This is an optimization exercise on Yosys and OpenROAD, whose aim is small area and a short achievable clock period, not a production implementation.
RTL that was checked went through simulation tests only; none was proved equivalent to the original.
No driver is modelled on the clock port, so clocking that relies on it looks cheaper here than on a real chip.
Power figures rest on the tool's default switching activity, not on a simulated workload.

Setup of the reference run:
==> flow/design.v <==
module Lowpass(input clk, input rst, input en, input [15:0] in, output [15:0] out);
	reg [15:0] ff [31:0];
	reg [15:0] acc;
	reg [4:0]  cnt;
	reg        full;
	wire [15:0] ina = in & {16{en}};
	wire [15:0] old = ff[31] & {16{en & full}};
	assign out = en ? {6'b0, acc[15:6]} : 16'b0;
	integer i;
	always @(posedge clk) begin
		if (en) begin
			ff[0] <= in;
			for (i = 1; i < 32; i = i + 1)
				ff[i] <= ff[i-1];
		end
	end
	always @(posedge clk or posedge rst) begin
		if (rst) begin
			acc  <= 16'b0;
			cnt  <= 5'b0;
			full <= 1'b0;
		end else begin
			acc <= acc + ina + ~old + 16'd1;
			if (en) begin
				cnt <= cnt + 5'd1;
				if (cnt == 5'd31)
					full <= 1'b1;
			end
		end
	end
endmodule
Settings: LEC_CHECK=0, CAP_MARGIN=20, CORE_MARGIN=2, CORE_UTILIZATION=60, CTS_BUF_LIST=sky130_fd_sc_hd__clkbuf_16, CTS_CLUSTER_DIAMETER=100, CTS_CLUSTER_SIZE=30, SETUP_SLACK_MARGIN=5, SLEW_MARGIN=20; clock period 10.0 ns.
standard.sh (not shown) runs the stock make flow with config.mk's settings and CLKGATE_MAP_FILE= SYNTH_SCRIPT=/design/flow/synth_recipe.tcl, a recipe that flattens the netlist after the stock synthesis.
==> flow/flow/run.sh <==
#!/bin/bash
# The standard layout, with a larger setup margin for timing repair, stronger
# port buffers, and flow/fix_en.tcl run before CTS (see that file).
# make's output goes to flow_make.log; each step's log is under orfs/logs.
set -euo pipefail
bash standard.sh SETUP_SLACK_MARGIN=6 "BUFFER_PORTS_ARGS=-buffer_cell sky130_fd_sc_hd__buf_2" \
  "PRE_CTS_TCL=$PWD/flow/fix_en.tcl" FIX_EN_BUF=sky130_fd_sc_hd__buf_4 FIX_EN_INV=sky130_fd_sc_hd__inv_4 \
  finish > flow_make.log 2>&1
Other scripts of this flow, unchanged in this note and not shown: flow/flow/fix_en.tcl
Changes in the trial run relative to the reference run:
==> flow/design.v <==
module Lowpass(input clk, input rst, input en, input [15:0] in, output [15:0] out);
	reg [15:0] ff [31:0];
	reg [15:0] acc;
	reg [4:0]  cnt;
	reg        full;
	wire [15:0] ina = in & {16{en}};
	wire [15:0] old = ff[31] & {16{en & full}};
	wire [15:0] nold = ~old;
	wire [15:0] csa_s = acc ^ ina ^ nold;
	wire [15:0] csa_c = (acc & ina) | (acc & nold) | (ina & nold);
	wire [15:0] pa = csa_s;
	wire [15:0] pb = {csa_c[14:0], 1'b1};
	wire [15:0] g0 = pa & pb;
	wire [15:0] p0 = pa ^ pb;
	wire gg1 = g0[1] | (p0[1] & g0[0]);
	wire gg2 = g0[3] | (p0[3] & g0[2]);
	wire pp2 = p0[3] & p0[2];
	wire gg3 = g0[5] | (p0[5] & g0[4]);
	wire pp3 = p0[5] & p0[4];
	wire gg4 = g0[7] | (p0[7] & g0[6]);
	wire pp4 = p0[7] & p0[6];
	wire gg5 = g0[9] | (p0[9] & g0[8]);
	wire pp5 = p0[9] & p0[8];
	wire gg6 = g0[11] | (p0[11] & g0[10]);
	wire pp6 = p0[11] & p0[10];
	wire gg7 = g0[13] | (p0[13] & g0[12]);
	wire pp7 = p0[13] & p0[12];
	wire gg8 = g0[15] | (p0[15] & g0[14]);
	wire pp8 = p0[15] & p0[14];
	wire gg9 = gg2 | (pp2 & gg1);
	wire gg10 = gg4 | (pp4 & gg3);
	wire pp10 = pp4 & pp3;
	wire gg11 = gg6 | (pp6 & gg5);
	wire pp11 = pp6 & pp5;
	wire gg12 = gg8 | (pp8 & gg7);
	wire pp12 = pp8 & pp7;
	wire gg13 = gg10 | (pp10 & gg9);
	wire gg14 = gg12 | (pp12 & gg11);
	wire pp14 = pp12 & pp11;
	wire gg15 = gg14 | (pp14 & gg13);
	wire gg16 = gg11 | (pp11 & gg13);
	wire gg17 = gg3 | (pp3 & gg9);
	wire gg18 = gg5 | (pp5 & gg13);
	wire gg19 = gg7 | (pp7 & gg16);
	wire gg20 = g0[2] | (p0[2] & gg1);
	wire gg21 = g0[4] | (p0[4] & gg9);
	wire gg22 = g0[6] | (p0[6] & gg17);
	wire gg23 = g0[8] | (p0[8] & gg13);
	wire gg24 = g0[10] | (p0[10] & gg18);
	wire gg25 = g0[12] | (p0[12] & gg16);
	wire gg26 = g0[14] | (p0[14] & gg19);
	wire [15:0] cy = {gg26, gg19, gg25, gg16, gg24, gg18, gg23, gg13, gg22, gg17, gg21, gg9, gg20, gg1, g0[0], 1'b0};
	wire [15:0] rsum = p0 ^ cy;
	assign out = en ? {6'b0, acc[15:6]} : 16'b0;
	integer i;
	always @(posedge clk) begin
		if (en) begin
			ff[0] <= in;
			for (i = 1; i < 32; i = i + 1)
				ff[i] <= ff[i-1];
		end
	end
	always @(posedge clk or posedge rst) begin
		if (rst) begin
			acc  <= 16'b0;
			cnt  <= 5'b0;
			full <= 1'b0;
		end else begin
			acc <= rsum;
			if (en) begin
				cnt <= cnt + 5'd1;
				if (cnt == 5'd31)
					full <= 1'b1;
			end
		end
	end
endmodule
The final reports for the trial run and the reference run show share of the cycle needed by the critical path after routing higher in the former.
Delta (the trial run minus the reference run): sum of routed wire length over all layers went down, layout cell share with drive strength beyond 1 has decreased, routing usage on met2 lower, logic gate share of total power lost 11 points, peak clock frequency supported by timing shrank by 8.7 MHz.
Area after synthesis: the trial run better than the reference run
The higher die area came out of the reference run.
Portion of total power attributed to the clock network: the trial run vs the reference run up 2.7 points
Compared with the reference run, count of mapped cells out of synthesis in the trial run decreased slightly.
The higher pin count of the biggest net entering global routing came out of the trial run.
Total routing resource utilization after global routing, the reference run and the trial run: smaller value in the trial run
On the trial run: number of signal-net inverters in the final layout is 41 higher than what the reference run gave.
No run of this note included a check of the RTL's function; only the layout flow was run.

Another version of the RTL of Lowpass (not shown whole).
For scale: ~530 flip-flops, ~0.017 mm2 of cells after synthesis.
==> module Lowpass, before the edit <==
module Lowpass(input clk, input rst, input en, input [15:0] in, output [15:0] out);
	reg [15:0] ff [31:0];
	reg [15:0] acc;
	reg [4:0]  cnt;
	reg        full;
	wire [15:0] old = full ? ff[31] : 16'b0;
	wire [15:0] nold = ~old;
	wire [15:0] csa_s = acc ^ in ^ nold;
	wire [15:0] csa_c = (acc & in) | (acc & nold) | (in & nold);
	wire [15:0] pa = csa_s;
	wire [15:0] pb = {csa_c[14:0], 1'b1};
	wire [15:0] g0 = pa & pb;
	wire [15:0] p0 = pa ^ pb;
	wire gg1 = g0[1] | (p0[1] & g0[0]);
	wire gg2 = g0[3] | (p0[3] & g0[2]);
	wire pp2 = p0[3] & p0[2];
	wire gg3 = g0[5] | (p0[5] & g0[4]);
	wire pp3 = p0[5] & p0[4];
	wire gg4 = g0[7] | (p0[7] & g0[6]);
	wire pp4 = p0[7] & p0[6];
	wire gg5 = g0[9] | (p0[9] & g0[8]);
	wire pp5 = p0[9] & p0[8];
	wire gg6 = g0[11] | (p0[11] & g0[10]);
	wire pp6 = p0[11] & p0[10];
	wire gg7 = g0[13] | (p0[13] & g0[12]);
	wire pp7 = p0[13] & p0[12];
	wire gg8 = g0[15] | (p0[15] & g0[14]);
	wire pp8 = p0[15] & p0[14];
	wire gg9 = gg2 | (pp2 & gg1);
	wire gg10 = gg4 | (pp4 & gg3);
	wire pp10 = pp4 & pp3;
	wire gg11 = gg6 | (pp6 & gg5);
	wire pp11 = pp6 & pp5;
	wire gg12 = gg8 | (pp8 & gg7);
	wire pp12 = pp8 & pp7;
	wire gg13 = gg10 | (pp10 & gg9);
	wire gg14 = gg12 | (pp12 & gg11);
	wire pp14 = pp12 & pp11;
	wire gg15 = gg14 | (pp14 & gg13);
	wire gg16 = gg11 | (pp11 & gg13);
	wire gg17 = gg3 | (pp3 & gg9);
	wire gg18 = gg5 | (pp5 & gg13);
	wire gg19 = gg7 | (pp7 & gg16);
	wire gg20 = g0[2] | (p0[2] & gg1);
	wire gg21 = g0[4] | (p0[4] & gg9);
	wire gg22 = g0[6] | (p0[6] & gg17);
	wire gg23 = g0[8] | (p0[8] & gg13);
	wire gg24 = g0[10] | (p0[10] & gg18);
	wire gg25 = g0[12] | (p0[12] & gg16);
	wire gg26 = g0[14] | (p0[14] & gg19);
	wire [15:0] cy = {gg26, gg19, gg25, gg16, gg24, gg18, gg23, gg13, gg22, gg17, gg21, gg9, gg20, gg1, g0[0], 1'b0};
	wire [15:0] rsum = p0 ^ cy;
	assign out = en ? {6'b0, acc[15:6]} : 16'b0;
	integer i;
	always @(posedge clk) begin
		if (en) begin
			ff[0] <= in;
			for (i = 1; i < 32; i = i + 1)
				ff[i] <= ff[i-1];
		end
	end
	always @(posedge clk or posedge rst) begin
		if (rst) begin
			acc  <= 16'b0;
			cnt  <= 5'b0;
			full <= 1'b0;
		end else if (en) begin
			acc <= rsum;
			cnt <= cnt + 5'd1;
			if (cnt == 5'd31)
				full <= 1'b1;
		end
	end
endmodule
export LEC_CHECK = 0
export CAP_MARGIN = 20
export CORE_MARGIN = 2
export CORE_UTILIZATION = 60
export CTS_BUF_LIST = sky130_fd_sc_hd__clkbuf_16
export CTS_CLUSTER_DIAMETER = 100
export CTS_CLUSTER_SIZE = 30
export SETUP_SLACK_MARGIN = 5
export SLEW_MARGIN = 20
create_clock -name core_clock -period 10.0 [get_ports {clk}]
==> flow/flow/run.sh <==
#!/bin/bash
# The standard layout, with a larger setup margin for timing repair, stronger
# port buffers, the en and out pins placed together (flow/pins.tcl), and
# flow/fix_en.tcl run before CTS and after CTS's timing repair (see that
# file); the repair after global routing is skipped so that it keeps that
# structure. make's output goes to flow_make.log; each step's log is under
# orfs/logs.
set -euo pipefail
bash standard.sh SETUP_SLACK_MARGIN=5.65 "BUFFER_PORTS_ARGS=-buffer_cell sky130_fd_sc_hd__buf_2" \
  "PRE_IO_PLACEMENT_TCL=$PWD/flow/pins.tcl" \
  "PRE_CTS_TCL=$PWD/flow/fix_en.tcl" "POST_CTS_TCL=$PWD/flow/fix_en.tcl" SKIP_INCREMENTAL_REPAIR=1 \
  FIX_EN_BUF=sky130_fd_sc_hd__buf_4 FIX_EN_INV=sky130_fd_sc_hd__inv_4 \
  finish > flow_make.log 2>&1
Other scripts of this flow, unchanged in this note and not shown: flow/flow/fix_en.tcl, flow/flow/pins.tcl
==> next run, changes <==
==> flow/design.v (replaced) <==
module Lowpass(input clk, input rst, input en, input [15:0] in, output [15:0] out);
	reg [15:0] ff [31:0];
	reg [15:0] acc;
	reg [4:0]  cnt;
	reg        full;
	wire [15:0] old = full ? ff[31] : 16'b0;
	assign out = en ? {6'b0, acc[15:6]} : 16'b0;
	integer i;
	always @(posedge clk) begin
		if (en) begin
			ff[0] <= in;
			for (i = 1; i < 32; i = i + 1)
				ff[i] <= ff[i-1];
		end
	end
	always @(posedge clk or posedge rst) begin
		if (rst) begin
			acc  <= 16'b0;
			cnt  <= 5'b0;
			full <= 1'b0;
		end else if (en) begin
			acc <= acc + in + ~old + 16'd1;
			cnt <= cnt + 5'd1;
			if (cnt == 5'd31)
				full <= 1'b1;
		end
	end
endmodule
Register-to-register slack is better by 0.38 ns; design area grows by 0.58%; global-route usage grows by 0.73 points; first-iteration DRC count grows by 0.56%; via count grows by 4.6%; area after synthesis grows by 0.54%; final cell count shrinks by 0.34%; worst hold slack is better by 0.0059 ns.
The RTL of the first run of this note was laid out without a check of its function.

## afterwards: timing with drivers on the ports
No port has a modelled driver above. Below, the same layouts with a new extraction and two added sets of constraints.
Step 1, drivers: a clkbuf_16 drives clk and a buf_2 each remaining input, both assumed.
Step 2, shift: input delay + t, output delay - t, t = (earliest + latest rising clock arrival at the registers) / 2. This alone moves slack from input paths to output paths.
a / b / c = ideal ports / drivers / drivers and shift; a / b = the first two.
run | t (ns) | slack for setup (ns) | worst setup path at the end | clock arrival spread, ns | slew at the worst register clock pin (ns)
the reference run | 0.583 | 5.469 / 5.410 / 5.094 | input to register | 0.025 / 0.025 | 0.12 / 0.12
the trial run | 0.574 | 5.284 / 5.200 / 4.696 | input to register | 0.018 / 0.018 | 0.11 / 0.11
the first run of note 2 | 0.577 | 5.631 / 5.541 / 5.099 | input to register | 0.023 / 0.023 | 0.11 / 0.11
the second run of note 2 | 0.583 | 5.640 / 5.538 / 5.060 | input to register | 0.021 / 0.021 | 0.11 / 0.11
After both steps setup and hold are still met in every run listed. The setup slack of the trial run, which loses most, moves by -0.084 ns with the drivers and by -0.588 ns with both steps.
